This is an optimization exercise on Yosys and OpenROAD, whose aim is small area, not a production implementation.
Only simulation tests tie the RTL to the original design; equivalence was not proved.
Power figures rest on the tool's default switching activity, not on a simulated workload.

<file path="flow/design.v">
module LCD_WATCH(
RESETN,CLK,LCD_E,LCD_RS,LCD_RW,LCD_DATA,
COUNT_U,COUNT_D,COUNT,U,D,
OPTION,SW_A,ALARM,TIMER_END,ALR_ONOFF,SW_T,W_SELECT,P_1,P_1_2,P_2,SW_S);
input RESETN,CLK;
input COUNT_U,COUNT_D,U,D;
input [3:0]OPTION;
input SW_A,SW_T,SW_S;
input W_SELECT;
input [1:0]P_1;
input [1:0]P_1_2,P_2;
output LCD_E,LCD_RS,LCD_RW;
output [7:0] LCD_DATA;
output [3:0] COUNT;
output ALARM,TIMER_END;
output ALR_ONOFF;
reg LCD_RS;
reg [7:0] LCD_DATA;
reg u_l, u_e, d_l, d_e, cu_l, cu_e, cd_l, cd_e;
reg a_l, a_e, t_l, t_e, w_l, w_e;
reg [1:0] p1_l, p12_l, p2_l;
reg g1_inc, g2a_inc, g2b_inc;
always @(posedge CLK)
begin
	u_l <= U;        u_e <= U & ~u_l;
	d_l <= D;        d_e <= D & ~d_l;
	cu_l <= COUNT_U; cu_e <= COUNT_U & ~cu_l;
	cd_l <= COUNT_D; cd_e <= COUNT_D & ~cd_l;
	a_l <= SW_A;     a_e <= SW_A & ~a_l;
	t_l <= SW_T;     t_e <= SW_T & ~t_l;
	w_l <= W_SELECT; w_e <= W_SELECT & ~w_l;
	p1_l <= P_1;     g1_inc  <= |(P_1 & ~p1_l);
	p12_l <= P_1_2;  g2a_inc <= |(P_1_2 & ~p12_l);
	p2_l <= P_2;     g2b_inc <= |(P_2 & ~p2_l);
end
wire o0 = (OPTION == 4'd0);
wire o1 = (OPTION == 4'd1);
wire o2 = (OPTION == 4'd2);
wire o3 = (OPTION == 4'd3);
wire o6 = (OPTION == 4'd6);
wire o7 = (OPTION == 4'd7);
reg [1:0] cnt;
assign COUNT = {2'b00, cnt};
always @(negedge RESETN or posedge CLK)
	if (!RESETN) cnt <= 2'd0;
	else if (cu_e & ~cd_e) cnt <= cnt + 2'd1;
	else if (~cu_e & cd_e) cnt <= cnt - 2'd1;
wire cs1 = (cnt == 2'd1);
wire cs2 = (cnt == 2'd2);
wire cs3 = (cnt == 2'd3);
reg [4:0] u10;
reg [6:0] q100;
reg [5:0] sec, min;
reg [4:0] hour;
wire u_is9 = u10[4] & ~u10[3];
wire tick = u_is9 & (q100 == 7'h4B);
wire sec59 = (sec == 6'd59);
wire min59 = (min == 6'd59);
always @(negedge RESETN or posedge CLK)
	if (!RESETN) begin u10 <= 5'd0; q100 <= 7'd0; end
	else begin
		u10 <= {u10[3:0], ~u10[4]};
		if (u_is9) q100 <= (q100 == 7'h4B) ? 7'd0 : {q100[5:0], q100[6] ~^ q100[5]};
	end
wire s_up = tick | (u_e & cs1 & o0);
wire s_dn = d_e & cs1 & o0;
wire m_up = (tick & sec59) | (u_e & cs2 & o0);
wire m_dn = d_e & cs2 & o0;
wire h_up = (tick & sec59 & min59) | (u_e & cs3 & o0);
wire h_dn = d_e & cs3 & o0;
always @(negedge RESETN or posedge CLK)
	if (!RESETN) begin sec <= 0; min <= 0; hour <= 0; end
	else begin
		if (s_up) sec <= sec59 ? 6'd0 : sec + 6'd1;
		else if (s_dn) sec <= (sec == 0) ? 6'd59 : sec - 6'd1;
		if (m_up) min <= min59 ? 6'd0 : min + 6'd1;
		else if (m_dn) min <= (min == 0) ? 6'd59 : min - 6'd1;
		if (h_up) hour <= (hour == 5'd24) ? 5'd0 : hour + 5'd1;
		else if (h_dn) hour <= (hour == 0) ? 5'd23 : hour - 5'd1;
	end
reg alr_on, alr_s;
reg [4:0] hour_a;
reg [5:0] min_a;
assign ALR_ONOFF = alr_on;
assign ALARM = alr_s;
always @(negedge RESETN or posedge CLK)
	if (!RESETN) begin alr_on <= 0; alr_s <= 0; hour_a <= 0; min_a <= 0; end
	else begin
		alr_on <= alr_on ^ a_e;
		alr_s <= alr_on & (hour_a == hour) & (min_a == min);
		if (o1) begin
			if (u_e & cs2) hour_a <= (hour_a == 5'd24) ? 5'd0 : hour_a + 5'd1;
			else if (d_e & cs2) hour_a <= (hour_a == 0) ? 5'd23 : hour_a - 5'd1;
			else if (u_e & cs1) min_a <= (min_a == 6'd59) ? 6'd0 : min_a + 6'd1;
			else if (d_e & cs1) min_a <= (min_a == 0) ? 6'd59 : min_a - 6'd1;
		end
	end
reg t_on, t_s;
reg [5:0] t_sec, t_min;
reg [9:0] t_ms;
assign TIMER_END = t_s;
always @(negedge RESETN or posedge CLK)
	if (!RESETN) begin t_on <= 0; t_s <= 0; t_sec <= 0; t_min <= 0; t_ms <= 0; end
	else begin
		t_on <= t_on ^ t_e;
		t_s <= t_on & (t_min == 0) & (t_sec == 0);
		if (!t_on) begin
			if (o2) begin
				if (u_e & cs1) t_sec <= (t_sec == 6'd60) ? 6'd0 : t_sec + 6'd1;
				else if (d_e & cs1) t_sec <= (t_sec == 0) ? 6'd59 : t_sec - 6'd1;
				else if (u_e & cs2) t_min <= (t_min == 6'd59) ? 6'd0 : t_min + 6'd1;
				else if (d_e & cs2) t_min <= (t_min == 0) ? 6'd59 : t_min - 6'd1;
			end
		end else begin
			if (t_ms != 10'h2B2) t_ms <= {t_ms[8:0], t_ms[9] ~^ t_ms[6]};
			else begin
				t_ms <= 0;
				if (t_sec != 0) t_sec <= t_sec - 6'd1;
				else if (t_min != 0) begin t_sec <= 6'd59; t_min <= t_min - 6'd1; end
			end
		end
	end
reg [6:0] day, year;
reg [3:0] month;
wire midnight = tick & sec59 & min59 & (hour == 5'd23);
wire d_up = midnight | (u_e & cs1 & o3);
wire d_dn = d_e & cs1 & o3;
wire mo_up = (midnight & (day == 7'd31)) | (u_e & cs2 & o3);
wire mo_dn = d_e & cs2 & o3;
wire y_up = (midnight & (day == 7'd31) & (month == 4'd12)) | (u_e & cs3 & o3);
wire y_dn = d_e & cs3 & o3;
wire m30 = (month == 4) | (month == 6) | (month == 9) | (month == 11);
wire p30 = (month == 5) | (month == 7) | (month == 10) | (month == 12);
wire [6:0] dlast_up = (month == 2) ? 7'd28 : m30 ? 7'd30 : 7'd31;
wire [6:0] dlast_dn = (month == 3) ? 7'd28 : p30 ? 7'd30 : 7'd31;
always @(negedge RESETN or posedge CLK)
	if (!RESETN) begin day <= 7'd15; month <= 4'd12; year <= 7'd20; end
	else begin
		if (d_up) day <= (day == dlast_up) ? 7'd1 : day + 7'd1;
		else if (d_dn) day <= (day == 7'd1) ? dlast_dn : day - 7'd1;
		if (mo_up) month <= (month == 4'd12) ? 4'd1 : month + 4'd1;
		else if (mo_dn) month <= (month == 4'd1) ? 4'd12 : month - 4'd1;
		if (y_up) year <= (year == 7'd99) ? 7'd1 : year + 7'd1;
		else if (y_dn) year <= (year == 7'd1) ? 7'd99 : year - 7'd1;
	end
reg [1:0] wc;
always @(negedge RESETN or posedge CLK)
	if (!RESETN) wc <= 0;
	else wc <= wc + {1'b0, w_e};
reg [4:0] hour_w;
always @(*)
begin
	case (wc)
	2'd0: hour_w = (hour < 5'd22) ? hour + 5'd2 : (hour == 5'd23) ? 5'd1 : 5'd0;
	2'd1: hour_w = (hour >= 5'd1) ? hour - 5'd1 : 5'd23;
	2'd2: hour_w = (hour >= 5'd14) ? hour - 5'd14 : hour + 5'd10;
	default: hour_w = (hour >= 5'd9) ? hour - 5'd9 : hour + 5'd15;
	endcase
end
wire [4:0] hour_ap = (hour > 5'd12 && hour < 5'd24) ? hour - 5'd12 : hour;
reg [10:0] sw_cc;   
reg [1:0] sw_mode;
reg [9:0] sw_ms;
reg [5:0] sw_sec, sw_min;
always @(posedge CLK)
	if (!SW_S) sw_cc <= 0;
	else if (sw_cc != 11'h02F) sw_cc <= {sw_cc[9:0], sw_cc[10] ~^ sw_cc[8]};
wire sw_long = (sw_cc == 11'h02F);
wire sw_short = (sw_cc != 0) & ~sw_long;
always @(negedge RESETN or posedge CLK)
	if (!RESETN) sw_mode <= 0;
	else if (sw_long) sw_mode <= 0;
	else if (sw_short) sw_mode <= (sw_mode == 2'd1) ? 2'd2 : (sw_mode == 2'd3) ? 2'd0 : 2'd1;
always @(negedge RESETN or posedge CLK)
	if (!RESETN) begin sw_ms <= 0; sw_sec <= 0; sw_min <= 0; end
	else if (sw_mode == 2'd1) begin
		if (sw_ms == 10'h2B2) begin
			sw_ms <= 0;
			sw_sec <= (sw_sec == 6'd59) ? 6'd0 : sw_sec + 6'd1;
			if (sw_sec == 6'd59) sw_min <= (sw_min == 6'd59) ? 6'd0 : sw_min + 6'd1;
		end else sw_ms <= {sw_ms[8:0], sw_ms[9] ~^ sw_ms[6]};
	end else if (sw_mode != 2'd2) begin
		sw_ms <= 0; sw_sec <= 0; sw_min <= 0;
	end
wire restart = P_1[1] & P_1[0] & P_1_2[1] & P_1_2[0];
reg [1:0] g1s;
reg [2:0] lvl;
reg [2:0] g1_s;      
reg [9:0] g1_ms;     
reg [5:0] g1_p;
wire g1_ms0 = (g1_ms == 10'd0);
wire g1_ms999 = (g1_ms == 10'h2B2);
wire g1_zero = (g1_s == 3'd0) & g1_ms0;
wire g1_le3000 = (g1_s < 3'd3) | ((g1_s == 3'd3) & g1_ms0);
wire g1_le5000 = (g1_s < 3'd5) | ((g1_s == 3'd5) & g1_ms0);
wire [5:0] lvl_cnt = {lvl, 3'b000} + {2'b00, lvl, 1'b0};   
wire g1_more = (lvl_cnt > g1_p);
wire [2:0] g1_s_inc = g1_ms999 ? g1_s + 3'd1 : g1_s;
wire [9:0] g1_ms_inc = g1_ms999 ? 10'd0 : {g1_ms[8:0], g1_ms[9] ~^ g1_ms[6]};
wire g1_c1_zero = (g1s == 2'd1) | g1_zero | (lvl[2] & lvl[1]);    
always @(negedge RESETN or posedge CLK)
	if (!RESETN) begin g1s <= 2'd1; lvl <= 3'd1; g1_s <= 0; g1_ms <= 0; end
	else if (!o6) begin
		g1s <= 2'd1; lvl <= 3'd1;
		if (g1s != 2'd1) begin g1_s <= 0; g1_ms <= 0; end
	end else begin
		case (g1s)
		2'd3: if (restart) g1s <= 2'd1;
		2'd2: if (restart) g1s <= 2'd1;
		2'd1: if (g1_le3000) begin g1_s <= g1_s_inc; g1_ms <= g1_ms_inc; end
		      else begin g1_s <= 0; g1_ms <= 0; g1s <= 2'd0; end
		default:
			if (lvl <= 3'd5) begin
				if (g1_le5000 & g1_more) begin g1_s <= g1_s_inc; g1_ms <= g1_ms_inc; end
				else if (g1_le5000) begin
					g1s <= (lvl == 3'd5) ? 2'd0 : 2'd1;
					lvl <= lvl + 3'd1;
					g1_s <= (lvl == 3'd5) ? g1_s_inc : 3'd0;
					g1_ms <= (lvl == 3'd5) ? g1_ms_inc : 10'd0;
				end else begin
					g1s <= 2'd2; lvl <= 3'd1; g1_s <= 0; g1_ms <= 0;
				end
			end else begin
				lvl <= 3'd1; g1_s <= 0; g1_ms <= 0; g1s <= 2'd3;
			end
		endcase
	end
reg g2_c1;           
wire g1_act = ~g1_c1_zero & o6;
wire g2_act = g2_c1 & o7;
always @(negedge RESETN or posedge CLK)
	if (!RESETN) g1_p <= 0;
	else if (g1_act) begin if (g1_inc) g1_p <= g1_p + 6'd1; end
	else if (g2_act) begin if (g2a_inc) g1_p <= g1_p + 6'd1; end
	else g1_p <= 0;
wire g1_ms1 = (g1_ms == 10'd1);
wire [2:0] g1_cd = (g1_ms0 || (g1_s == 3'd0 && g1_ms1) || g1_s >= 3'd5) ? 3'd0 : 3'd5 - g1_s;
wire [1:0] g1_c2d = (g1_ms999 || g1_zero || g1_s >= 3'd3) ? 2'd0 : 2'd3 - g1_s[1:0];
reg [1:0] g2s;
reg [1:0] g2_s;
reg [9:0] g2_ms;
reg [5:0] g2_p2;
wire [5:0] g2_p1 = g1_p;
reg [2:0] g2_loc;
reg [1:0] g2_cd;
wire g2_ms0 = (g2_ms == 10'd0);
wire g2_ms999 = (g2_ms == 10'h2B2);
wire g2_le3000 = (g2_s != 2'd3) | g2_ms0;
wire [3:0] g2_d = g2_p1[3:0] - g2_p2[3:0];
wire g2_out = (g2_d == 4'b1000);
wire g2_end = (g2_p1 == 6'd63) | (g2_p2 == 6'd63);
reg [2:0] g2_map;
always @(*)
begin
	case (g2_d)
	4'd9, 4'd10, 4'd11: g2_map = 3'd0;    
	4'd12, 4'd13:       g2_map = 3'd1;    
	4'd14, 4'd15:       g2_map = 3'd2;    
	4'd0:               g2_map = 3'd3;
	4'd1, 4'd2:         g2_map = 3'd4;
	4'd3, 4'd4:         g2_map = 3'd5;
	default:            g2_map = 3'd6;    
	endcase
end
always @(negedge RESETN or posedge CLK)
	if (!RESETN) begin g2s <= 0; g2_c1 <= 0; g2_s <= 0; g2_ms <= 0; g2_loc <= 3'd3; end
	else if (!o7) begin
		g2s <= 0; g2_c1 <= 0; g2_loc <= 3'd3;
	end else begin
		case (g2s)
		2'd2: if (restart) begin g2_c1 <= 0; g2s <= 0; g2_loc <= 3'd3; end
		2'd0: if (g2_le3000) begin
		          g2_s <= g2_ms999 ? g2_s + 2'd1 : g2_s;
		          g2_ms <= g2_ms999 ? 10'd0 : {g2_ms[8:0], g2_ms[9] ~^ g2_ms[6]};
		      end else begin
		          g2_s <= 0; g2_ms <= 0; g2s <= 2'd1; g2_loc <= 3'd3;
		      end
		2'd1: begin
		          g2_c1 <= 1'b1;
		          if (g2_end) begin g2_loc <= 3'd3; g2s <= 2'd2; g2_c1 <= 1'b0; end
		          else if (g2_out) begin g2_loc <= 3'd3; g2s <= 2'd2; end
		          else g2_loc <= g2_map;
		      end
		default: begin g2_c1 <= 0; g2s <= 0; g2_loc <= 3'd3; end
		endcase
	end
always @(negedge RESETN or posedge CLK)
	if (!RESETN) g2_p2 <= 0;
	else if (!g2_c1) g2_p2 <= 0;
	else if (g2b_inc) g2_p2 <= g2_p2 + 6'd1;
always @(negedge RESETN or posedge CLK)
	if (!RESETN) g2_cd <= 0;
	else if (g2_ms999 || (g2_s == 2'd0 && g2_ms0) || g2_s == 2'd3) g2_cd <= 0;
	else g2_cd <= 2'd3 - g2_s;
assign LCD_E = u10[4];
wire en = ~u10[4] & u10[3];
parameter DELAY = 3'd0, FUNCTION_SET = 3'd1, ENTRY_MODE = 3'd2, DISP_ONOFF = 3'd3, LINE1 = 3'd4, LINE2 = 3'd5;
reg [2:0] st;
reg [6:0] lc2;
wire [6:0] c2lim = (st == DELAY) ? 7'd70 : (st == LINE1 || st == LINE2) ? 7'd20 : 7'd30;
wire c2end = (lc2 == c2lim);
always @(negedge RESETN or posedge CLK)
	if (!RESETN) begin st <= DELAY; lc2 <= 0; end
	else if (en) begin
		lc2 <= c2end ? 7'd0 : lc2 + 7'd1;
		if (c2end)
			case (st)
			DELAY: st <= FUNCTION_SET;
			FUNCTION_SET: st <= DISP_ONOFF;
			DISP_ONOFF: st <= ENTRY_MODE;
			ENTRY_MODE: st <= LINE1;
			LINE1: st <= LINE2;
			default: st <= LINE1;
			endcase
	end
wire [4:0] pos = lc2[4:0];
reg [6:0] cv;        
reg cz;              
reg [1:0] ck;        
reg [3:0] kc;        
always @(*)
begin
	cv = 7'd0; cz = 1'b0; ck = 2'd0; kc = 4'd10;
	case (OPTION)
	4'd0: case (pos)
		5'd4, 5'd5: begin cv = {2'b0, hour}; cz = (hour == 5'd24); ck = (pos == 5'd4) ? 2'd1 : 2'd2; end
		5'd6: kc = 4'd13;
		5'd7, 5'd8: begin cv = {1'b0, min}; ck = (pos == 5'd7) ? 2'd1 : 2'd2; end
		5'd10, 5'd11: begin cv = {1'b0, sec}; ck = (pos == 5'd10) ? 2'd1 : 2'd2; end
		5'd16: kc = {3'b000, alr_s};
		default: ;
		endcase
	4'd1: case (pos)
		5'd4, 5'd5: begin cv = {2'b0, hour_a}; cz = (hour_a == 5'd24); ck = (pos == 5'd4) ? 2'd1 : 2'd2; end
		5'd6: kc = 4'd13;
		5'd7, 5'd8: begin cv = {1'b0, min_a}; ck = (pos == 5'd7) ? 2'd1 : 2'd2; end
		default: ;
		endcase
	4'd2: case (pos)
		5'd4, 5'd5: begin cv = {1'b0, t_min}; ck = (pos == 5'd4) ? 2'd1 : 2'd2; end
		5'd6: kc = 4'd13;
		5'd7, 5'd8: begin cv = {1'b0, t_sec}; cz = (t_sec == 6'd60); ck = (pos == 5'd7) ? 2'd1 : 2'd2; end
		default: ;
		endcase
	4'd3: case (pos)
		5'd2: kc = 4'd2;
		5'd3: kc = 4'd0;
		5'd4, 5'd5: begin cv = year; ck = (pos == 5'd4) ? 2'd1 : 2'd2; end
		5'd7, 5'd8: begin cv = {3'b0, month}; ck = (pos == 5'd7) ? 2'd1 : 2'd2; end
		5'd10, 5'd11: begin cv = day; cz = (day > 7'd39); ck = (pos == 5'd10) ? 2'd1 : 2'd2; end
		default: ;
		endcase
	4'd4: case (pos)
		5'd4, 5'd5: begin cv = {2'b0, hour_w}; ck = (pos == 5'd4) ? 2'd1 : 2'd2; end
		5'd6: kc = 4'd13;
		5'd7, 5'd8: begin cv = {1'b0, min}; ck = (pos == 5'd7) ? 2'd1 : 2'd2; end
		5'd10, 5'd11: begin cv = {1'b0, sec}; ck = (pos == 5'd10) ? 2'd1 : 2'd2; end
		default: ;
		endcase
	4'd5: case (pos)
		5'd4, 5'd5: begin cv = {2'b0, hour_ap}; cz = (hour == 5'd24); ck = (pos == 5'd4) ? 2'd1 : 2'd2; end
		5'd6: kc = 4'd13;
		5'd7, 5'd8: begin cv = {1'b0, min}; ck = (pos == 5'd7) ? 2'd1 : 2'd2; end
		5'd10, 5'd11: begin cv = {1'b0, sec}; ck = (pos == 5'd10) ? 2'd1 : 2'd2; end
		5'd16: kc = 4'd0;
		default: ;
		endcase
	4'd6: if (g1s == 2'd0) case (pos)
		5'd1: kc = 4'd11;
		5'd2: kc = 4'd12;
		5'd4: kc = (lvl <= 3'd5) ? {1'b0, lvl} : 4'd0;
		5'd5: kc = 4'd0;
		5'd10, 5'd11: begin cv = {1'b0, g1_p}; ck = (pos == 5'd10) ? 2'd1 : 2'd2; end
		default: ;
		endcase
	4'd7: if (g2s == 2'd1) case (pos)
		5'd2, 5'd14: kc = 4'd0;
		5'd3, 5'd4: begin cv = {1'b0, g2_p1}; ck = (pos == 5'd3) ? 2'd1 : 2'd2; end
		5'd15, 5'd16: begin cv = {1'b0, g2_p2}; ck = (pos == 5'd15) ? 2'd1 : 2'd2; end
		default: ;
		endcase
	4'd8: case (pos)
		5'd4, 5'd5: begin cv = {1'b0, sw_min}; ck = (pos == 5'd4) ? 2'd1 : 2'd2; end
		5'd6: kc = 4'd13;
		5'd7, 5'd8: begin cv = {1'b0, sw_sec}; ck = (pos == 5'd7) ? 2'd1 : 2'd2; end
		default: ;
		endcase
	default: ;
	endcase
end
reg [7:0] bcd;
integer bi;
always @(*)
begin
	bcd = 8'd0;
	for (bi = 6; bi >= 0; bi = bi - 1) begin
		if (bcd[3:0] >= 4'd5) bcd[3:0] = bcd[3:0] + 4'd3;
		if (bcd[7:4] >= 4'd5) bcd[7:4] = bcd[7:4] + 4'd3;
		bcd = {bcd[6:0], cv[bi]};
	end
end
wire [3:0] num = (ck == 2'd0) ? kc : cz ? 4'd0 : (ck == 2'd1) ? bcd[7:4] : bcd[3:0];
function [7:0] dec;
	input [3:0] n;
	begin
		case (n)
		4'd0, 4'd1, 4'd2, 4'd3, 4'd4, 4'd5, 4'd6, 4'd7, 4'd8, 4'd9: dec = {4'b0011, n};
		4'd11: dec = 8'h47;
		4'd12: dec = 8'h4F;
		4'd13: dec = 8'h3A;
		default: dec = 8'h20;
		endcase
	end
endfunction
wire [7:0] data2 = dec(num);
reg [7:0] data1;
always @(*)
begin
	data1 = 8'h20;
	case (OPTION)
	4'd0: case (pos)
		2: data1 = "L"; 3: data1 = "C"; 4: data1 = "D"; 5: data1 = "_"; 6: data1 = "W";
		7: data1 = "A"; 8: data1 = "T"; 9: data1 = "C"; 10: data1 = "H";
		default: ;
		endcase
	4'd1: case (pos)
		2: data1 = "L"; 3: data1 = "C"; 4: data1 = "D"; 5: data1 = "_"; 6: data1 = "A";
		7: data1 = "L"; 8: data1 = "A"; 9: data1 = "R"; 10: data1 = "M";
		default: ;
		endcase
	4'd2: case (pos)
		2: data1 = "L"; 3: data1 = "C"; 4: data1 = "D"; 5: data1 = "_"; 6: data1 = "T";
		7: data1 = "I"; 8: data1 = "M"; 9: data1 = "E"; 10: data1 = "R";
		default: ;
		endcase
	4'd3: case (pos)
		2: data1 = "L"; 3: data1 = "C"; 4: data1 = "D"; 5: data1 = "_"; 6: data1 = "C";
		7: data1 = "A"; 8: data1 = "L"; 9: data1 = "E"; 10: data1 = "N"; 11: data1 = "D";
		12: data1 = "E"; 13: data1 = "R";
		default: ;
		endcase
	4'd4: case (wc)
		2'd0: case (pos) 2: data1 = "S"; 3: data1 = "Y"; 4: data1 = "D"; 5: data1 = "N"; 6: data1 = "E"; 7: data1 = "Y"; default: ; endcase
		2'd1: case (pos) 2: data1 = "B"; 3: data1 = "E"; 4: data1 = "I"; 5: data1 = "J"; 6: data1 = "I"; 7: data1 = "N"; 8: data1 = "G"; default: ; endcase
		2'd2: case (pos) 2: data1 = "N"; 3: data1 = "E"; 4: data1 = "W"; 5: data1 = "Y"; 6: data1 = "O"; 7: data1 = "R"; 8: data1 = "K"; default: ; endcase
		default: case (pos) 2: data1 = "L"; 3: data1 = "O"; 4: data1 = "N"; 5: data1 = "D"; 6: data1 = "O"; 7: data1 = "N"; default: ; endcase
		endcase
	4'd5: case (pos)
		2: data1 = "L"; 3: data1 = "C"; 4: data1 = "D"; 5: data1 = "_"; 6: data1 = "W";
		7: data1 = "A"; 8: data1 = "T"; 9: data1 = "C"; 10: data1 = "H";
		12: data1 = (hour >= 5'd12) ? "P" : "A";
		13: data1 = "M";
		default: ;
		endcase
	4'd6: case (g1s)
		2'd0: case (pos)   
			2: data1 = "L"; 3: data1 = "E"; 4: data1 = "V"; 5: data1 = "E"; 6: data1 = "L";
			8: data1 = {5'b00110, lvl};
			10: data1 = "T"; 11: data1 = "I"; 12: data1 = "M"; 13: data1 = "E";
			14: data1 = {5'b00110, g1_cd};
			default: ;
			endcase
		2'd1: case (pos)   
			2: data1 = "R"; 3: data1 = "E"; 4: data1 = "A"; 5: data1 = "D"; 6: data1 = "Y";
			8: data1 = {6'b001100, g1_c2d};
			default: ;
			endcase
		2'd2: case (pos)   
			7: data1 = "F"; 8: data1 = "A"; 9: data1 = "I"; 10: data1 = "L";
			default: ;
			endcase
		default: case (pos)   
			3: data1 = "C"; 4: data1 = "L"; 5: data1 = "E"; 6: data1 = "A"; 7: data1 = "R";
			9: data1 = "R"; 10: data1 = "E"; 11: data1 = "P"; 12: data1 = "L"; 13: data1 = "A";
			14: data1 = "Y"; 15: data1 = "?";
			default: ;
			endcase
		endcase
	4'd7: case (g2s)
		2'd0: case (pos)   
			3: data1 = "R"; 4: data1 = "E"; 5: data1 = "A"; 6: data1 = "D"; 7: data1 = "Y";
			9: data1 = (g2_cd == 2'd0) ? 8'h20 : {6'b001100, g2_cd};
			default: ;
			endcase
		2'd1: case (pos)
			2: data1 = "1"; 3: data1 = "P"; 5: data1 = 8'h7C;
			6: data1 = (g2_loc == 3'd0) ? 8'hBB : 8'h20;
			7: data1 = (g2_loc == 3'd1) ? 8'hBB : 8'h20;
			8: data1 = (g2_loc == 3'd2) ? 8'hBB : 8'h20;
			9: data1 = (g2_loc == 3'd3) ? 8'h7C : 8'h20;
			10: data1 = (g2_loc == 3'd4) ? 8'hBC : 8'h20;
			11: data1 = (g2_loc == 3'd5) ? 8'hBC : 8'h20;
			12: data1 = (g2_loc == 3'd6) ? 8'hBC : 8'h20;
			13: data1 = 8'h7C; 15: data1 = "2"; 16: data1 = "P";
			default: ;
			endcase
		2'd2: case (pos)   
			3: data1 = "G"; 4: data1 = "A"; 5: data1 = "M"; 6: data1 = "E";
			8: data1 = "O"; 9: data1 = "V"; 10: data1 = "E"; 11: data1 = "R";
			default: ;
			endcase
		default: ;
		endcase
	4'd8: case (pos)
		1: data1 = "S"; 2: data1 = "T"; 3: data1 = "O"; 4: data1 = "P"; 5: data1 = "_";
		6: data1 = "W"; 7: data1 = "A"; 8: data1 = "T"; 9: data1 = "C"; 10: data1 = "H";
		default: ;
		endcase
	default: ;
	endcase
end
assign LCD_RW = (st == DELAY) | ((st == FUNCTION_SET) & (lc2 == 7'd0));
always @(negedge RESETN or posedge CLK)
	if (!RESETN) begin LCD_RS <= 1'b1; LCD_DATA <= 8'h00; end
	else if (en) begin
		case (st)
		FUNCTION_SET: begin LCD_RS <= 0; LCD_DATA <= 8'h3C; end
		DISP_ONOFF:   begin LCD_RS <= 0; LCD_DATA <= 8'h0C; end
		ENTRY_MODE:   begin LCD_RS <= 0; LCD_DATA <= 8'h06; end
		LINE1: begin
			if (lc2 == 0) begin LCD_RS <= 0; LCD_DATA <= 8'h80; end
			else begin LCD_RS <= 1; LCD_DATA <= data1; end
		end
		LINE2: begin
			if (lc2 == 0) begin LCD_RS <= 0; LCD_DATA <= 8'hC0; end
			else begin LCD_RS <= 1; LCD_DATA <= data2; end
		end
		default: begin LCD_RS <= 1; LCD_DATA <= 8'h00; end
		endcase
	end
endmodule
</file>
<file path="flow/flow/run.sh">
#!/bin/bash
# Layout flow. 1) the standard synthesis (standard.sh synth), with Yosys's adder
# extraction off (ADDER_MAP_FILE empty). 2) The combinational logic of that netlist is
# re-mapped with a stronger ABC script (flow/remap.ys, flow/deep.abc); every register
# keeps its cell and name. 3) the standard layout (standard.sh) on that netlist,
# with clock-tree synthesis told not to add dummy loads and to use clkbuf_4 buffers.
# Each tool's full output goes to its own log file in this folder.
set -euo pipefail
W=$PWD
LIB=$FLOW_HOME/platforms/sky130hd/lib/sky130_fd_sc_hd__tt_025C_1v80.lib
bash standard.sh ADDER_MAP_FILE= synth > synth_std.log 2>&1
cp orfs/results/sky130hd/LCD_WATCH/base/1_2_yosys.v synth_std.v
sed "s|LIBFILE|$LIB|g" flow/remap.ys > remap_run.ys
yosys -s remap_run.ys > remap.log 2>&1
mv orfs orfs_std
bash standard.sh ADDER_MAP_FILE= SYNTH_NETLIST_FILES=$W/synth_remap.v \
  "CTS_ARGS=-sink_clustering_enable -repair_clock_nets -dont_use_dummy_load -buf_list sky130_fd_sc_hd__clkbuf_4" finish > layout.log 2>&1
</file>
<file path="flow/flow/deep.abc">
strash
ifraig
scorr
dc2
strash
&get -n
&deepsyn -T 120
&dch -f
&nf
&put
</file>
<file path="flow/flow/remap.ys">
# Re-map the combinational logic of the standard synthesis netlist (synth_std.v) with a
# stronger ABC script. Registers and their output nets keep their cells and names.
read_liberty -ignore_miss_func LIBFILE
blackbox sky130_fd_sc_hd__df*
blackbox sky130_fd_sc_hd__conb_1
read_verilog synth_std.v
hierarchy -top LCD_WATCH
flatten
rename -hide w:_*_.*
opt
abc -script flow/deep.abc -liberty LIBFILE -dont_use sky130_fd_sc_hd__lpflow_bleeder_1 -dont_use sky130_fd_sc_hd__lpflow_clkbufkapwr_1 -dont_use sky130_fd_sc_hd__lpflow_clkbufkapwr_16 -dont_use sky130_fd_sc_hd__lpflow_clkbufkapwr_2 -dont_use sky130_fd_sc_hd__lpflow_clkbufkapwr_4 -dont_use sky130_fd_sc_hd__lpflow_clkbufkapwr_8 -dont_use sky130_fd_sc_hd__lpflow_clkinvkapwr_1 -dont_use sky130_fd_sc_hd__lpflow_clkinvkapwr_16 -dont_use sky130_fd_sc_hd__lpflow_clkinvkapwr_2 -dont_use sky130_fd_sc_hd__lpflow_clkinvkapwr_4 -dont_use sky130_fd_sc_hd__lpflow_clkinvkapwr_8 -dont_use sky130_fd_sc_hd__lpflow_decapkapwr_12 -dont_use sky130_fd_sc_hd__lpflow_decapkapwr_3 -dont_use sky130_fd_sc_hd__lpflow_decapkapwr_4 -dont_use sky130_fd_sc_hd__lpflow_decapkapwr_6 -dont_use sky130_fd_sc_hd__lpflow_decapkapwr_8 -dont_use sky130_fd_sc_hd__lpflow_inputiso0n_1 -dont_use sky130_fd_sc_hd__lpflow_inputiso0p_1 -dont_use sky130_fd_sc_hd__lpflow_inputiso1n_1 -dont_use sky130_fd_sc_hd__lpflow_inputiso1p_1 -dont_use sky130_fd_sc_hd__lpflow_inputisolatch_1 -dont_use sky130_fd_sc_hd__lpflow_isobufsrc_1 -dont_use sky130_fd_sc_hd__lpflow_isobufsrc_16 -dont_use sky130_fd_sc_hd__lpflow_isobufsrc_2 -dont_use sky130_fd_sc_hd__lpflow_isobufsrc_4 -dont_use sky130_fd_sc_hd__lpflow_isobufsrc_8 -dont_use sky130_fd_sc_hd__lpflow_isobufsrckapwr_16 -dont_use sky130_fd_sc_hd__lpflow_lsbuf_lh_hl_isowell_tap_1 -dont_use sky130_fd_sc_hd__lpflow_lsbuf_lh_hl_isowell_tap_2 -dont_use sky130_fd_sc_hd__lpflow_lsbuf_lh_hl_isowell_tap_4 -dont_use sky130_fd_sc_hd__lpflow_lsbuf_lh_isowell_4 -dont_use sky130_fd_sc_hd__lpflow_lsbuf_lh_isowell_tap_1 -dont_use sky130_fd_sc_hd__lpflow_lsbuf_lh_isowell_tap_2 -dont_use sky130_fd_sc_hd__lpflow_lsbuf_lh_isowell_tap_4 -dont_use sky130_fd_sc_hd__probe_p_8 -dont_use sky130_fd_sc_hd__probec_p_8 
opt_clean
hilomap -singleton -hicell sky130_fd_sc_hd__conb_1 HI -locell sky130_fd_sc_hd__conb_1 LO
insbuf -buf sky130_fd_sc_hd__buf_4 A X
opt_clean
tee -o synth_remap_stat.txt stat -liberty LIBFILE
write_verilog -noattr -nohex -nodec synth_remap.v
</file>
<file path="flow/standard.sh">
#!/bin/bash
# synth_recipe.tcl (not shown) runs the flow's synth.tcl, then flattens the netlist and writes it again
# the make line also repeats each setting of config.mk as NAME=value (left out here)
make -C /OpenROAD-flow-scripts/flow DESIGN_CONFIG=/design/flow/config.mk WORK_HOME=/design/flow/orfs CLKGATE_MAP_FILE= SYNTH_SCRIPT=/design/flow/synth_recipe.tcl "${@:-finish}"
</file>
<file path="flow/config.mk">
export PLATFORM = sky130hd
export DESIGN_NAME = LCD_WATCH
export DESIGN_NICKNAME = LCD_WATCH
export VERILOG_FILES = /design/flow/design.v
export SDC_FILE = /design/flow/constraint.sdc
export NUM_CORES = 4
export LEC_CHECK = 0
export ABC_AREA = 1
export CAP_MARGIN = 20
export CORE_MARGIN = 2
export CORE_UTILIZATION = 40
export SLEW_MARGIN = 20
</file>
<file path="flow/constraint.sdc">
create_clock -name core_clock -period 10.0 [get_ports {CLK}]
set_input_delay 2.0000 -clock core_clock [delete_from_list [all_inputs] [get_ports {CLK}]]
set_output_delay 2.0000 -clock core_clock [all_outputs]
set_load 0.01 [all_outputs]
</file>
==> qor.csv, run 1 <==
stage,metric,value,unit
run_status,status,timing/DRC/antenna clean,
clock_network,CTS root buffer,clkbuf_4,
clock_network,cts bufs inserted,60,
sta,Final Hold Vio Count,0,
power_and_ir_drop,Max IR drop VDD,0.000103,V
clock_network,Hold Buf Count CTS,0,
clock_network,CTS max path bufs,3,
placed_design,DP HPWL,32.0,mm
sta,Slew headroom,25.3,%
synth,Avg Inst Size Synth,8.61,µm²
critical_path,worst-path maximum fanout,21,
final_layout,Fillers,3111,
final_layout,Area Growth Syn to Fin,12.0,%
worst_hold_path,HP Class,reg2reg,
synth,Synth Warn #,0,
sta,Max Slew Vio Count,0,
power_and_ir_drop,LEAKAGE,0.00550,µW
routing,drt first-iter violations,1272,
placed_design,gp weighted congestion,1.03,
critical_path,reg2reg end,LCD_DATA[1],
critical_path,worst setup path start,OPTION[2],
clock_network,clock latency at the later pin of the worst-skew pair,0.74,ns
sta,Final Skew,0.113,ns
critical_path,Crit. End Element,flop,
power_and_ir_drop,Power Total,2660,µW
placed_design,post-placement cell count,1912,
routing,Routed WL,43.1,mm
global_routing,first-pass GRT wire length,68.4,mm
floorplan,# rows,64,
routing,DRT Pass-1 Iters,6,
critical_path,CP Class,in2reg,
clock_network,depth of the CTS H-tree,2,
worst_hold_path,Worst Hold End,u10[2],
worst_hold_path,hold wc startpoint,u10[1],
global_routing,vias in the first global route,11819,
sta,min setup slack post-route,2.96,ns
final_layout,Nets,1598,
floorplan,total die area,32800,µm²
floorplan,die width,181,µm
routing,DR vias/cell,6.24,
global_routing,largest net degree at the start of global routing,111,
flow_run,maxcap violations,0,
sta,fmax,142,MHz
placed_design,pre-CTS setup slack,2.38,ns
routing,# DRC,0,
sta,setup TNS,0,ns
clock_network,CTS tree,built,
final_layout,final std cells w/o fill,1973,
routing,WL per Instance,21.8,µm
sta,period utilization,70.4,%
routing,DRT antenna net count,0,
clock_network,total setup buffers inserted after CTS,0,
final_layout,final core occ,45.7,%
routing,routed via count,12305,
sta,crit path time final,7.04,ns
floorplan,core area,30700,µm²
sta,Finish-stage setup viols,0,
placed_design,IO buf count,35,
floorplan,Boundary Pins,38,
global_routing,antenna violations before repair,1,
critical_path,CP required,10.56,ns
critical_path,CP startpoint kind,primary input,
critical_path,Reg-to-Reg Start,lc2[0],
clock_network,post-CTS sizing,0,
synth,Post-Syn Instances,1459,
sta,worst slew pin tran,1.11,ns
critical_path,Critical Path AT,7.60,ns
global_routing,GRT Util Overall,26.5,%
global_routing,grt total ovfl,0,
sta,RSZ-0062 raised after global routing,no,
synth,Post-Syn Area,12600,µm²
clock_network,CTS sink cnt,215,
clock_network,Clock transition at path regs,0.06,ns
critical_path,r2r setup slk,4.44,ns
floorplan,Die H,181,µm
floorplan,Initial Utilization,40.8,%
worst_hold_path,hold path cells,0,
critical_path,R2R cell count,16,
power_and_ir_drop,PD cells,189,nW/µm²
final_layout,share of layout cells above drive strength 1,6.54,%
## cell usage in the layout, fill, tap and decap left out, drive strengths merged, types with 15 or more instances in the layout
cell type      count
mux2              15
a22oi             16
a31oi             24
buf               23
and2              26
clkdlybuf4s50     34
clkinv            39
or3               21
xor2              32
nand2            157
clkbuf            61
o21ai            101
a22o              33
dfrtp            168
nor2b             30
nor2             157
nor4              25
o22ai             16
nand2b            41
dfxtp             34
and3              20
nor3              57
xnor2             45
a21oi            100
nand3             56
## how the worst max path moves through the flow
stage               slack, ns          end
CTS                      3.10  LCD_DATA[1]
floorplan                3.31  LCD_DATA[6]
global route             2.66  LCD_DATA[1]
global placement         2.54  LCD_DATA[6]
finish                   2.96  LCD_DATA[1]
detailed placement       2.38  LCD_DATA[6]
## power by group
group / switching (µW) / internal [µW] / leakage, µW
logic: 377 / 327 / 0.00265
registers: 319 / 1040 / 0.00257
clock network: 320 / 268 / 0.000276
total: 1020 / 1640 / 0.00550
## per-stage QoR
stage / hold WS, ns / area (µm²)
after floorplan: 0.331 / 12600
after global placement: 0.334 / 13600
after detailed placement: 0.336 / 13600
after CTS: 0.337 / 14100
after global routing: 0.350 / 14100
final: 0.337 / 14100
## critical path, cell delays in order
cell and delay (ns):
clkdlybuf4s50_1 0.81, nand3_1 0.43, or3_1 0.39, o21ai_0 0.33
a221o_1 0.41, or4_1 0.59, or3_1 0.42, mux2i_1 0.26
o221ai_1 0.19, a31oi_1 0.24, o221ai_1 0.16, a22oi_1 0.33
clkinv_1 0.10, o21ai_0 0.27, o21ai_0 0.17, o31ai_1 0.31
o22a_1 0.19
## area by class of cell
class / count / area [µm²] / area share (%)
Multi-Input combinational cell: 1204 / 7220 / 51.3
Sequential cell: 215 / 5230 / 37.2
Timing Repair Buffer: 58 / 527 / 3.75
Tap cell: 396 / 495 / 3.52
Clock buffer: 60 / 450 / 3.20
Inverter: 39 / 146 / 1.04
Antenna cell: 1 / 2.50 / 0.0178
## state kept, by name (all words and copies together) (netlist names), 7 cells and up
signal and flops:
q100 7, sw_ms 10, year 7, day 7, sw_cc 11, LCD_DATA 8
g1_ms 10, lc2 7, g2_ms 10, t_ms 10
## routing by layer
metal | vias up | GRT usage (%) | wire length [µm]
met4 | 0 | 10.3 | 1580
met2 | 539 | 38.5 | 18000
met3 | 117 | 5.83 | 3750
met1 | 5903 | 38.2 | 19700
li1 | 5746 | - | -
met5 | - | 0 | 0
==> run 2: changes to the inputs <==
--- a/flow/flow/run.sh
+++ b/flow/flow/run.sh
@@ -4,5 +4,6 @@
 # re-mapped with a stronger ABC script (flow/remap.ys, flow/deep.abc); every register
 # keeps its cell and name. 3) the standard layout (standard.sh) on that netlist,
-# with clock-tree synthesis told not to add dummy loads and to use clkbuf_4 buffers.
+# with clock-tree synthesis told to add no dummy loads and to use clkbuf_2 buffers, and
+# the ports buffered with buf_1 cells.
 # Each tool's full output goes to its own log file in this folder.
 set -euo pipefail
@@ -15,3 +16,4 @@
 mv orfs orfs_std
 bash standard.sh ADDER_MAP_FILE= SYNTH_NETLIST_FILES=$W/synth_remap.v \
-  "CTS_ARGS=-sink_clustering_enable -repair_clock_nets -dont_use_dummy_load -buf_list sky130_fd_sc_hd__clkbuf_4" finish > layout.log 2>&1
+  "CTS_ARGS=-sink_clustering_enable -repair_clock_nets -dont_use_dummy_load -buf_list sky130_fd_sc_hd__clkbuf_2" \
+  "BUFFER_PORTS_ARGS=-buffer_cell sky130_fd_sc_hd__buf_1" finish > layout.log 2>&1
==> flow/flow/deep.abc (replaced) <==
strash
ifraig
scorr
dc2
strash
&get -n
&deepsyn -T 300
&dch -f
&nf
&put
==> run 2 against run 1 <==
Compared with the run above: non-clock buffer count grew 1; synthesized area shrank 1.4%; sequential share of layout area grew 1.5 points; sequential power shrank 4%; critical path type unchanged; highest routed layer unchanged.
==> qor.csv, run 2 <==
stage,metric,value,unit,change
floorplan,Boundary Pins,38,,unchanged
sta,Final Skew,0.0693,ns,-0.0441 ns
global_routing,grt total ovfl,0,,unchanged
run_status,status,timing/DRC/antenna clean,,
placed_design,pre-CTS setup slack,3.12,ns,+0.735 ns
clock_network,post-CTS sizing,0,,unchanged
sta,setup TNS,0,ns,unchanged
synth,Avg Inst Size Synth,8.58,µm²,-0.31%
floorplan,Initial Utilization,40.6,%,-0.26 points
clock_network,depth of the CTS H-tree,2,,unchanged
final_layout,Nets,1580,,-1.1%
floorplan,total die area,32400,µm²,-1.4%
critical_path,CP top delay family,simple AND/OR/NAND/NOR gates,,
final_layout,"commonest non-fill, non-tap cell in the layout",dfrtp_1,,
flow_run,maxcap violations,0,,unchanged
sta,worst slew pin tran,1.30,ns,+0.189 ns
synth,Synth Warn #,0,,unchanged
routing,DR vias/cell,6.20,,-0.60%
final_layout,share of layout cells above drive strength 1,6.48,%,-0.053 points
critical_path,Max stage delay on crit path,0.63,ns,-0.18 ns
clock_network,Hold Buf Count CTS,0,,unchanged
clock_network,clock latency at the later pin of the worst-skew pair,0.96,ns,+0.22 ns
sta,period utilization,56.3,%,-14 points
sta,Max Slew Vio Count,0,,unchanged
final_layout,Fillers,3100,,-0.35%
clock_network,Clock transition at path regs,0.09,ns,+0.03 ns
clock_network,CTS tree,built,,
final_layout,final core occ,44.3,%,-1.4 points
floorplan,Die H,180,µm,-0.69%
sta,Final Hold Vio Count,0,,unchanged
synth,Post-Syn Area,12400,µm²,-1.4%
floorplan,die width,180,µm,-0.69%
synth,Post-Syn Instances,1443,,-1.1%
critical_path,WP buf/inv,2,,unchanged
global_routing,GRT Util Overall,26.2,%,-0.24 points
critical_path,CP startpoint kind,primary input,,
global_routing,first-pass GRT wire length,66.8,mm,-2.3%
final_layout,max reg flops,11,,unchanged
floorplan,# rows,64,,unchanged
critical_path,critical-path cell list,buf_1 > buf_4 > nor4b_2 > nand3b_1 > a21oi_1 > or3_1 > a31oi_1 > nor4_1 > nor2_1 > mux2i_1 > xor2_1 > o21ai_0 > or3_1 > a221o_1 > or3_1 > nand3_1 > o2bb2ai_1,,
global_routing,antenna violations before repair,2,,+1
clock_network,total setup buffers inserted after CTS,0,,unchanged
power_and_ir_drop,LEAKAGE,0.00536,µW,-2.6%
routing,Routed WL,42.5,mm,-1.2%
routing,DRT antenna net count,0,,unchanged
power_and_ir_drop,Max IR drop VDD,0.000136,V,+32%
clock_network,CTS sink cnt,215,,unchanged
floorplan,core area,30500,µm²,-0.78%
sta,fmax,178,MHz,+25%
global_routing,largest net degree at the start of global routing,70,,-37%
clock_network,CTS root buffer,clkbuf_2,,
sta,crit path time final,5.63,ns,-1.41 ns
final_layout,Biggest register,sw_cc,,
placed_design,IO buf count,35,,unchanged
final_layout,Area Growth Syn to Fin,9.19,%,
placed_design,gp weighted congestion,1.02,,-0.66%
critical_path,cell mode on critical path,or3_1,,
sta,Slew headroom,11.1,%,-14 points
global_routing,vias in the first global route,11378,,-3.7%
routing,WL per Instance,21.7,µm,-0.41%
routing,DRT Pass-1 Iters,5,,-1
routing,drt first-iter violations,1272,,unchanged
critical_path,Critical Path AT,6.48,ns,-1.12 ns
clock_network,cts bufs inserted,57,,-5.0%
clock_network,CTS max path bufs,3,,unchanged
critical_path,Crit. End Element,flop,,
final_layout,area of the multi-input gates,7000,µm²,-2.9%
critical_path,CP Class,in2reg,,
routing,# DRC,0,,unchanged
final_layout,most frequent cells in the layout,"dfrtp_1, nand2_1, nor2_1, a21oi_1, o21ai_0",,
sta,RSZ-0062 raised after global routing,no,,
worst_hold_path,HP Class,reg2reg,,
power_and_ir_drop,PD cells,180,nW/µm²,-4.8%
final_layout,area occupied by registers,5230,µm²,unchanged
critical_path,Crit-path slowest cell,nor4b_2,,
routing,routed via count,12132,,-1.4%
critical_path,worst-path maximum fanout,21,,unchanged
sta,min setup slack post-route,4.37,ns,+1.41 ns
critical_path,CP required,10.85,ns,+0.29 ns
placed_design,DP HPWL,31.1,mm,-2.8%
sta,Finish-stage setup viols,0,,unchanged
[run 2: cell count changes in the layout (fill, tap and decap cells not counted), sizes merged, moves of 10 or more]
| cell | previous run | this run |
|---|---|---|
| buf | 23 | 58 |
| nand2b | 41 | 27 |
| a21oi | 100 | 112 |
| clkdlybuf4s50 | 34 | 0 |
| clkinv | 39 | 49 |
| nor4 | 25 | 13 |
[run 2: worst paths after layout]
check	from	to	slack (ns)	depth (start not counted)
max	OPTION[2]	LCD_DATA[1]	4.37	17
min	u10[0]	u10[1]	0.36	0
max reg2reg	lc2[2]	LCD_DATA[1]	5.00	16
min reg2reg	u10[0]	u10[1]	0.36	0
max in group asynchronous	RESETN	g2_p2[5]	7.39	2
min in group asynchronous	RESETN	lc2[3]	1.17	1
[run 2: power by group]
| part | switching (µW) | internal (µW) | leakage (µW) |
|---|---|---|---|
| Sequential | 288 | 1020 | 0.00259 |
| Combinational | 352 | 287 | 0.00253 |
| Clock | 330 | 148 | 0.000237 |
| Total | 970 | 1460 | 0.00536 |
[run 2: final cells by class]
class / instances / area share (%)
Antenna cell: 3 / 0.0555
Inverter: 49 / 1.36
Clock buffer: 57 / 2.11
Sequential cell: 215 / 38.7
Timing Repair Buffer: 59 / 2.33
Tap cell: 396 / 3.67
Multi-Input combinational cell: 1178 / 51.8
[run 2: metrics by stage]
| stage | total power (µW) | std cells | area [µm²] | hold WS (ns) |
|---|---|---|---|---|
| 2_1_floorplan | 1710 | 1444 | 12400 | 0.331 |
| 3_3_place_gp | 1940 | 1897 | 13200 | 0.334 |
| 3_5_place_dp | 1950 | 1897 | 13200 | 0.336 |
| 4_1_cts | 2450 | 1954 | 13500 | 0.358 |
| 5_1_grt | 2610 | 1957 | 13500 | 0.367 |
| 6_report | 2430 | 1957 | 13500 | 0.356 |
[run 2: layer usage]
layer / routed length (µm) / GRT usage, % / vias up
li1: - / - / 5641
met1: 19300 / 37.7 / 5872
met2: 18200 / 38.5 / 536
met3: 3870 / 6.62 / 83
met4: 1160 / 8.62 / 0
met5: 0 / 0 / -
==> run 3: changes to the inputs <==
--- a/flow/design.v
+++ b/flow/design.v
@@ -295,24 +295,17 @@
 assign LCD_E = u10[4];
 wire en = ~u10[4] & u10[3];
-parameter DELAY = 3'd0, FUNCTION_SET = 3'd1, ENTRY_MODE = 3'd2, DISP_ONOFF = 3'd3, LINE1 = 3'd4, LINE2 = 3'd5;
+parameter DELAY1 = 3'd0, DELAY2 = 3'd1, DELAY3 = 3'd2, FUNCTION_SET = 3'd3, DISP_ONOFF = 3'd4,
+          ENTRY_MODE = 3'd5, LINE1 = 3'd6, LINE2 = 3'd7;
 reg [2:0] st;
-reg [6:0] lc2;
-wire [6:0] c2lim = (st == DELAY) ? 7'd70 : (st == LINE1 || st == LINE2) ? 7'd20 : 7'd30;
+reg [4:0] lc2;
+wire [4:0] c2lim = (st == DELAY3) ? 5'd8 : (st[2] & st[1]) ? 5'd20 : 5'd30;
 wire c2end = (lc2 == c2lim);
 always @(negedge RESETN or posedge CLK)
-	if (!RESETN) begin st <= DELAY; lc2 <= 0; end
+	if (!RESETN) begin st <= DELAY1; lc2 <= 0; end
 	else if (en) begin
-		lc2 <= c2end ? 7'd0 : lc2 + 7'd1;
-		if (c2end)
-			case (st)
-			DELAY: st <= FUNCTION_SET;
-			FUNCTION_SET: st <= DISP_ONOFF;
-			DISP_ONOFF: st <= ENTRY_MODE;
-			ENTRY_MODE: st <= LINE1;
-			LINE1: st <= LINE2;
-			default: st <= LINE1;
-			endcase
+		lc2 <= c2end ? 5'd0 : lc2 + 5'd1;
+		if (c2end) st <= (st == LINE2) ? LINE1 : st + 3'd1;
 	end
-wire [4:0] pos = lc2[4:0];
+wire [4:0] pos = lc2;
 reg [6:0] cv;        
 reg cz;              
@@ -510,5 +503,5 @@
 	endcase
 end
-assign LCD_RW = (st == DELAY) | ((st == FUNCTION_SET) & (lc2 == 7'd0));
+assign LCD_RW = (st < FUNCTION_SET) | ((st == FUNCTION_SET) & (lc2 == 5'd0));
 always @(negedge RESETN or posedge CLK)
 	if (!RESETN) begin LCD_RS <= 1'b1; LCD_DATA <= 8'h00; end
==> flow/flow/deep.abc (replaced) <==
strash
ifraig
scorr
dc2
strash
&get -n
&deepsyn -T 300
&dch -f
&nf -R 1000
&put
==> run 3 against run 2 <==
Compared with the run above: still clean on timing, DRC and antenna; register-to-register slack worse by 0.35 ns; first-iteration DRC count is 19% lower; cell area is 2.4% lower; clock power is 3% lower; hold slack worse by 0.0015 ns; count of clock-buffer cells in the layout stayed put; clock skew is 0.061 ns higher; critical path depth is 3 higher; critical path type unchanged; critical endpoint unchanged.
==> qor.csv, run 3 <==
stage,metric,value,unit,change
sta,Finish-stage setup viols,0,,unchanged
routing,drt first-iter violations,1029,,-19%
worst_hold_path,hold wc startpoint,u10[1],,
global_routing,first-pass GRT wire length,63.5,mm,-4.9%
routing,DRT antenna net count,0,,unchanged
final_layout,most frequent cells in the layout,"nor2_1, nand2_1, dfrtp_1, a21oi_1, o21ai_0",,
final_layout,area of the multi-input gates,6840,µm²,-2.4%
synth,Avg Inst Size Synth,8.54,µm²,-0.45%
placed_design,placed cell area,12900,µm²,-2.4%
critical_path,Critical Path AT,6.85,ns,+0.37 ns
clock_network,CTS max path bufs,3,,unchanged
sta,worst slew pin tran,0.951,ns,-0.349 ns
clock_network,post-CTS sizing,0,,unchanged
clock_network,cts bufs inserted,57,,unchanged
clock_network,depth of the CTS H-tree,2,,unchanged
placed_design,IO buf count,35,,unchanged
critical_path,worst-path maximum fanout,13,,-38%
sta,period utilization,62.0,%,+5.7 points
critical_path,Reg-to-Reg Start,lc2[4],,
clock_network,clock latency at the later pin of the worst-skew pair,0.88,ns,-0.08 ns
sta,Slew headroom,36.3,%,+25 points
routing,DR vias/cell,6.11,,-1.4%
global_routing,largest net degree at the start of global routing,66,,-5.7%
critical_path,reg2reg end,LCD_DATA[1],,
worst_hold_path,Worst Hold End,u10[2],,
critical_path,WP buf/inv,1,,-1
floorplan,total die area,31800,µm²,-1.6%
clock_network,Clock transition at path regs,0.09,ns,about the same
routing,wire length on met2,16.7,mm,-7.9%
routing,DRT Pass-1 Iters,8,,+3
sta,Final Skew,0.131,ns,+0.0614 ns
power_and_ir_drop,PD cells,182,nW/µm²,+1.1%
synth,Post-Syn Area,12200,µm²,-1.7%
global_routing,antenna violations before repair,2,,unchanged
sta,Max Slew Vio Count,0,,unchanged
final_layout,area occupied by registers,5180,µm²,-0.96%
sta,Final Hold Vio Count,0,,unchanged
sta,min setup slack post-route,3.80,ns,-0.574 ns
final_layout,final instance area,13200,µm²,-2.4%
worst_hold_path,hold path cells,0,,unchanged
global_routing,GRT Util Overall,25.8,%,-0.39 points
routing,highest metal used,met5,,
floorplan,Boundary Pins,38,,unchanged
floorplan,Initial Utilization,40.8,%,+0.27 points
synth,Synth Warn #,0,,unchanged
power_and_ir_drop,LEAKAGE,0.00529,µW,-1.3%
critical_path,worst setup path start,OPTION[1],,
floorplan,core area,29800,µm²,-2.3%
floorplan,# rows,63,,-1.6%
global_routing,grt total ovfl,0,,unchanged
routing,Routed WL,40.4,mm,-5.1%
critical_path,critical-path cell list,buf_1 > nand2_1 > nor2_1 > nand2_1 > or2_0 > or4_1 > a21oi_1 > a211oi_1 > nand3_1 > nor2b_1 > nand2_1 > a21oi_1 > xor2_1 > nand2_1 > xor2_1 > nand3_1 > o311ai_0 > xnor2_1 > nand3_1 > a32o_1,,
critical_path,CP required,10.65,ns,-0.20 ns
routing,WL per Instance,21.0,µm,-3.4%
worst_hold_path,HP Class,reg2reg,,
routing,met3 WL,3.42,mm,-12%
critical_path,Crit. End Element,flop,,
final_layout,Nets,1553,,-1.7%
global_routing,vias in the first global route,10987,,-3.4%
run_status,status,timing/DRC/antenna clean,,
routing,# DRC,0,,unchanged
flow_run,maxcap violations,0,,unchanged
placed_design,pre-CTS setup slack,3.17,ns,+0.0545 ns
final_layout,share of layout cells above drive strength 1,5.68,%,-0.80 points
clock_network,CTS tree,built,,
clock_network,CTS root buffer,clkbuf_2,,
routing,routed via count,11747,,-3.2%
sta,setup TNS,0,ns,unchanged
critical_path,cell mode on critical path,nand2_1,,
critical_path,CP startpoint kind,primary input,,
critical_path,R2R cell count,20,,+4
critical_path,CP Class,in2reg,,
synth,Post-Syn Instances,1425,,-1.2%
placed_design,gp weighted congestion,0.972,,-4.6%
sta,RSZ-0062 raised after global routing,no,,
routing,M1 WL,19.0,mm,-1.7%
final_layout,Biggest register,sw_cc,,
final_layout,Area Growth Syn to Fin,8.36,%,
placed_design,DP HPWL,29.8,mm,-4.2%
clock_network,Hold Buf Count CTS,0,,unchanged
sta,fmax,161,MHz,-9.2%
sta,crit path time final,6.20,ns,+0.574 ns
power_and_ir_drop,Max IR drop VDD,0.0000790,V,-42%
final_layout,max reg flops,11,,unchanged
sta,hold_ws,0.354,ns,-0.00152 ns
floorplan,die width,178,µm,-0.83%
critical_path,Crit-path slowest cell,or4_1,,
clock_network,total setup buffers inserted after CTS,0,,unchanged
critical_path,Max stage delay on crit path,0.54,ns,-0.09 ns
clock_network,CTS sink cnt,213,,-0.93%
critical_path,r2r setup slk,4.65,ns,-0.35 ns
floorplan,Die H,178,µm,-0.83%
critical_path,CP top delay family,simple AND/OR/NAND/NOR gates,,
final_layout,Fillers,3016,,-2.7%
## run 3: changes by cell type in the layout (fill, tap and decap cells not counted), moves of 6 or more
cell      delta
a21oi_1     -26
nor2_1      +19
nand2b_1    +12
nand2_1     +11
nor2b_1     +11
buf_4        -9
clkinv_1     -9
o31ai_1      -9
o21ai_0      -7
or3_1        -7
a221oi_1     -6
o22a_1       +6
o22ai_1      -6
xnor2_1      +6
## run 3: worst max-delay path by stage
stage          slack, ns  depth (start not counted)          end
2_1_floorplan       4.38                         19  LCD_DATA[1]
3_3_place_gp        3.34                         20  LCD_DATA[1]
3_5_place_dp        3.17                         20  LCD_DATA[1]
4_1_cts             3.98                         20  LCD_DATA[1]
5_1_grt             3.37                         21  LCD_DATA[1]
6_report            3.80                         20  LCD_DATA[1]
## run 3: final cells by class
type,instances,share of cell area [%]
clock buffers,57,2.16
multi-input cells,1171,51.9
inverters,40,1.14
well taps,390,3.70
repair buffers,50,1.88
flip-flops and latches,213,39.2
diodes,1,0.0190
## run 3: layer usage
layer	vias up	GRT usage [%]
li1	5468	-
met1	5658	38.5
met2	528	36.5
met3	91	5.67
met4	2	9.01
met5	-	0
## run 3: through the flow
stage | util (%) | total power [µW] | std cells
2_1_floorplan | - | 1710 | 1426
3_3_place_gp | 43.3 | 1930 | 1864
3_5_place_dp | 43.3 | 1930 | 1864
4_1_cts | 44.3 | 2410 | 1921
5_1_grt | 44.3 | 2570 | 1922
6_report | 44.3 | 2400 | 1922
## run 3: power breakdown
| part | switching (µW) | internal (µW) | leakage (µW) | total, µW |
|---|---|---|---|---|
| Combinational | 345 | 279 | 0.00250 | 624 |
| Clock | 315 | 148 | 0.000237 | 462 |
| Sequential | 284 | 1020 | 0.00255 | 1310 |
==> run 4: changes to the inputs <==
--- a/flow/design.v
+++ b/flow/design.v
@@ -84,9 +84,9 @@
 assign ALR_ONOFF = alr_on;
 assign ALARM = alr_s;
+always @(posedge CLK) alr_s <= alr_on & (hour_a == hour) & (min_a == min);
 always @(negedge RESETN or posedge CLK)
-	if (!RESETN) begin alr_on <= 0; alr_s <= 0; hour_a <= 0; min_a <= 0; end
+	if (!RESETN) begin alr_on <= 0; hour_a <= 0; min_a <= 0; end
 	else begin
 		alr_on <= alr_on ^ a_e;
-		alr_s <= alr_on & (hour_a == hour) & (min_a == min);
 		if (o1) begin
 			if (u_e & cs2) hour_a <= (hour_a == 5'd24) ? 5'd0 : hour_a + 5'd1;
@@ -100,9 +100,9 @@
 reg [9:0] t_ms;
 assign TIMER_END = t_s;
+always @(posedge CLK) t_s <= t_on & (t_min == 0) & (t_sec == 0);
 always @(negedge RESETN or posedge CLK)
-	if (!RESETN) begin t_on <= 0; t_s <= 0; t_sec <= 0; t_min <= 0; t_ms <= 0; end
+	if (!RESETN) begin t_on <= 0; t_sec <= 0; t_min <= 0; t_ms <= 0; end
 	else begin
 		t_on <= t_on ^ t_e;
-		t_s <= t_on & (t_min == 0) & (t_sec == 0);
 		if (!t_on) begin
 			if (o2) begin
@@ -229,7 +229,6 @@
 wire g1_act = ~g1_c1_zero & o6;
 wire g2_act = g2_c1 & o7;
-always @(negedge RESETN or posedge CLK)
-	if (!RESETN) g1_p <= 0;
-	else if (g1_act) begin if (g1_inc) g1_p <= g1_p + 6'd1; end
+always @(posedge CLK)
+	if (g1_act) begin if (g1_inc) g1_p <= g1_p + 6'd1; end
 	else if (g2_act) begin if (g2a_inc) g1_p <= g1_p + 6'd1; end
 	else g1_p <= 0;
@@ -264,32 +263,32 @@
 end
 always @(negedge RESETN or posedge CLK)
-	if (!RESETN) begin g2s <= 0; g2_c1 <= 0; g2_s <= 0; g2_ms <= 0; g2_loc <= 3'd3; end
+	if (!RESETN) begin g2s <= 0; g2_c1 <= 0; g2_s <= 0; g2_ms <= 0; end
 	else if (!o7) begin
-		g2s <= 0; g2_c1 <= 0; g2_loc <= 3'd3;
+		g2s <= 0; g2_c1 <= 0;
 	end else begin
 		case (g2s)
-		2'd2: if (restart) begin g2_c1 <= 0; g2s <= 0; g2_loc <= 3'd3; end
+		2'd2: if (restart) begin g2_c1 <= 0; g2s <= 0; end
 		2'd0: if (g2_le3000) begin
 		          g2_s <= g2_ms999 ? g2_s + 2'd1 : g2_s;
 		          g2_ms <= g2_ms999 ? 10'd0 : {g2_ms[8:0], g2_ms[9] ~^ g2_ms[6]};
 		      end else begin
-		          g2_s <= 0; g2_ms <= 0; g2s <= 2'd1; g2_loc <= 3'd3;
+		          g2_s <= 0; g2_ms <= 0; g2s <= 2'd1;
 		      end
 		2'd1: begin
 		          g2_c1 <= 1'b1;
-		          if (g2_end) begin g2_loc <= 3'd3; g2s <= 2'd2; g2_c1 <= 1'b0; end
-		          else if (g2_out) begin g2_loc <= 3'd3; g2s <= 2'd2; end
-		          else g2_loc <= g2_map;
+		          if (g2_end) begin g2s <= 2'd2; g2_c1 <= 1'b0; end
+		          else if (g2_out) g2s <= 2'd2;
 		      end
-		default: begin g2_c1 <= 0; g2s <= 0; g2_loc <= 3'd3; end
+		default: begin g2_c1 <= 0; g2s <= 0; end
 		endcase
 	end
-always @(negedge RESETN or posedge CLK)
-	if (!RESETN) g2_p2 <= 0;
-	else if (!g2_c1) g2_p2 <= 0;
+always @(posedge CLK)
+	if (o7 & (g2s == 2'd0) & ~g2_le3000) g2_loc <= 3'd3;
+	else if (o7 & (g2s == 2'd1) & ~g2_end & ~g2_out) g2_loc <= g2_map;
+always @(posedge CLK)
+	if (!g2_c1) g2_p2 <= 0;
 	else if (g2b_inc) g2_p2 <= g2_p2 + 6'd1;
-always @(negedge RESETN or posedge CLK)
-	if (!RESETN) g2_cd <= 0;
-	else if (g2_ms999 || (g2_s == 2'd0 && g2_ms0) || g2_s == 2'd3) g2_cd <= 0;
+always @(posedge CLK)
+	if (g2_ms999 || (g2_s == 2'd0 && g2_ms0) || g2_s == 2'd3) g2_cd <= 0;
 	else g2_cd <= 2'd3 - g2_s;
 assign LCD_E = u10[4];
==> run 4 against run 3 <==
Compared with the run above: the run now fails in netlist read-in after synthesis (1_synth).
==> qor.csv, run 4 <==
stage,metric,value,unit,change
run_status,status,did not finish,,
run_status,Stop stage,netlist read-in after synthesis (1_synth),,
run_status,first error,"[ERROR STA-0171] /design/flow/orfs/results/sky130hd/LCD_WATCH/base/1_2_yosys.v line 1270, syntax error",,
synth,Synth Warn #,0,,unchanged
==> run 5: changes to the inputs <==
--- a/flow/flow/run.sh
+++ b/flow/flow/run.sh
@@ -13,5 +13,9 @@
 cp orfs/results/sky130hd/LCD_WATCH/base/1_2_yosys.v synth_std.v
 sed "s|LIBFILE|$LIB|g" flow/remap.ys > remap_run.ys
-yosys -s remap_run.ys > remap.log 2>&1
+# fall back to the standard netlist if the re-mapping fails or leaves any behavioural register
+if ! yosys -s remap_run.ys > remap.log 2>&1 || grep -q '^ *reg ' synth_remap.v; then
+  echo "remap failed; using the standard netlist" >> remap.log
+  cp synth_std.v synth_remap.v
+fi
 mv orfs orfs_std
 bash standard.sh ADDER_MAP_FILE= SYNTH_NETLIST_FILES=$W/synth_remap.v \
--- a/flow/flow/remap.ys
+++ b/flow/flow/remap.ys
@@ -3,4 +3,7 @@
 read_liberty -ignore_miss_func LIBFILE
 blackbox sky130_fd_sc_hd__df*
+blackbox sky130_fd_sc_hd__edf*
+blackbox sky130_fd_sc_hd__sdf*
+blackbox sky130_fd_sc_hd__dl*
 blackbox sky130_fd_sc_hd__conb_1
 read_verilog synth_std.v
==> run 5 against run 4 <==
Compared with the run above: the run now finishes clean.
==> qor.csv, run 5 <==
stage,metric,value,unit,change
final_layout,Area Growth Syn to Fin,8.60,%,
global_routing,busiest layer in global routing,met2,,
global_routing,vias in the first global route,11126,,
final_layout,"commonest non-fill, non-tap cell in the layout",nor2_1,,
global_routing,grt total ovfl,0,,
sta,Final Skew,0.0691,ns,
worst_hold_path,HP Class,reg2reg,,
synth,Synth Warn #,0,,unchanged
clock_network,CTS sink cnt,213,,
clock_network,total setup buffers inserted after CTS,0,,
placed_design,DP HPWL,30.0,mm,
clock_network,CTS tree,built,,
clock_network,CTS root buffer,clkbuf_2,,
power_and_ir_drop,sw frac,39.5,%,
final_layout,most frequent cells in the layout,"nor2_1, nand2_1, dfrtp_1, o21ai_0, a21oi_1",,
synth,Avg Inst Size Synth,8.48,µm²,
sta,worst slew pin tran,1.02,ns,
synth,Post-Syn Instances,1423,,
global_routing,GRT met1 Usage,34.3,%,
power_and_ir_drop,Flop pwr share,54.9,%,
sta,period utilization,67.2,%,
routing,DRT antenna net count,0,,
critical_path,Critical Path AT,7.44,ns,
global_routing,GR Layer Usage met2,41.0,%,
final_layout,Fillers,3053,,
power_and_ir_drop,Gate power share,25.5,%,
sta,fmax,149,MHz,
sta,Finish-stage setup viols,0,,
final_layout,max reg flops,11,,
clock_network,depth of the CTS H-tree,2,,
power_and_ir_drop,PD cells,184,nW/µm²,
floorplan,total die area,31600,µm²,
global_routing,M3 GR Usage,4.76,%,
floorplan,die width,178,µm,
routing,DRT Pass-1 Iters,10,,
critical_path,CP startpoint kind,primary input,,
final_layout,Biggest register,sw_cc,,
final_layout,Nets,1554,,
floorplan,Die H,178,µm,
run_status,status,timing/DRC/antenna clean,,
flow_run,maxcap violations,0,,
floorplan,Initial Utilization,40.7,%,
sta,Max Slew Vio Count,0,,
clock_network,Clock transition at path regs,0.09,ns,
floorplan,# rows,63,,
placed_design,IO buf count,35,,
critical_path,CP required,10.72,ns,
critical_path,critical-path cell list,buf_1 > nand2b_1 > and2_0 > nand2_1 > nor2_1 > o21ai_0 > a21oi_1 > a2111oi_0 > nand3_1 > o21ai_0 > o221ai_1 > xnor2_1 > a211oi_1 > a21oi_1 > nor2_1 > and3_1 > o22ai_1 > and2_0 > o21ai_0 > a31oi_1 > nor2_1,,
critical_path,Crit-path slowest cell,a2111oi_0,,
-- run 5: worst max-delay path, delay by kind of cell --
| family | cells | cell delay, ns |
|---|---|---|
| buf+inv | 1 | 0.47 |
| simple gates | 9 | 1.94 |
| xor+xnor | 1 | 0.37 |
| compound gates | 10 | 2.63 |
-- run 5: layout make-up --
| class | instances | area, µm² | share of cell area, % |
|---|---|---|---|
| multi-input combinational | 1161 | 6740 | 51.4 |
| timing repair buffer | 52 | 263 | 2.01 |
| tap | 390 | 488 | 3.72 |
| inverter | 48 | 180 | 1.37 |
| clock buffer | 58 | 290 | 2.22 |
| antenna | 1 | 2.50 | 0.0191 |
| sequential | 213 | 5140 | 39.2 |
-- run 5: final timing paths --
kind,start,slack [ns],endpoint,depth (start not counted)
worst max register to register,lc2[2],3.89,LCD_DATA[6],21
worst min-delay path,u10[1],0.35,u10[2],0
min in group asynchronous,RESETN,1.14,st[0],1
worst min register to register,u10[1],0.35,u10[2],0
max in group asynchronous,RESETN,7.52,min_a[1],2
worst max-delay path,OPTION[0],3.28,LCD_DATA[6],21
-- run 5: routing by layer --
metal  share of wire [%]  wire [µm]  vias to the layer above
li1                    -          -                     5489
met5                   0          0                        -
met3                 7.8       3160                       98
met1                  42      17100                     5605
met4                 3.8       1550                        0
met2                  46      18600                      551
-- run 5: per-stage QoR --
step | utilization (%) | cell area [µm²] | worst slack (ns) | total power, µW | cells
floorplan | - | 12100 | 3.95 | 1710 | 1424
global placement | 43.2 | 12800 | 2.74 | 1950 | 1864
detailed placement | 43.2 | 12800 | 2.61 | 1950 | 1864
CTS | 44.2 | 13100 | 3.50 | 2440 | 1922
global route | 44.2 | 13100 | 2.68 | 2600 | 1923
finish | 44.2 | 13100 | 3.28 | 2420 | 1923
-- run 5: power groups by stage --
stage / registers (µW) / logic (µW) / clock network [µW]
after CTS: 1320 / 619 / 501
final: 1330 / 617 / 473
after global placement: 1340 / 605 / 0
after floorplan: 1230 / 475 / 0
after detailed placement: 1340 / 614 / 0
after global routing: 1360 / 701 / 539

Check on run 5: ideal ports give 3.280 ns setup slack; a clkbuf_16 on the clock port and buf_2 on the inputs give 3.290 ns; moving port delays by the midpoint clock arrival (0.895 ns) as well gives 2.396 ns.
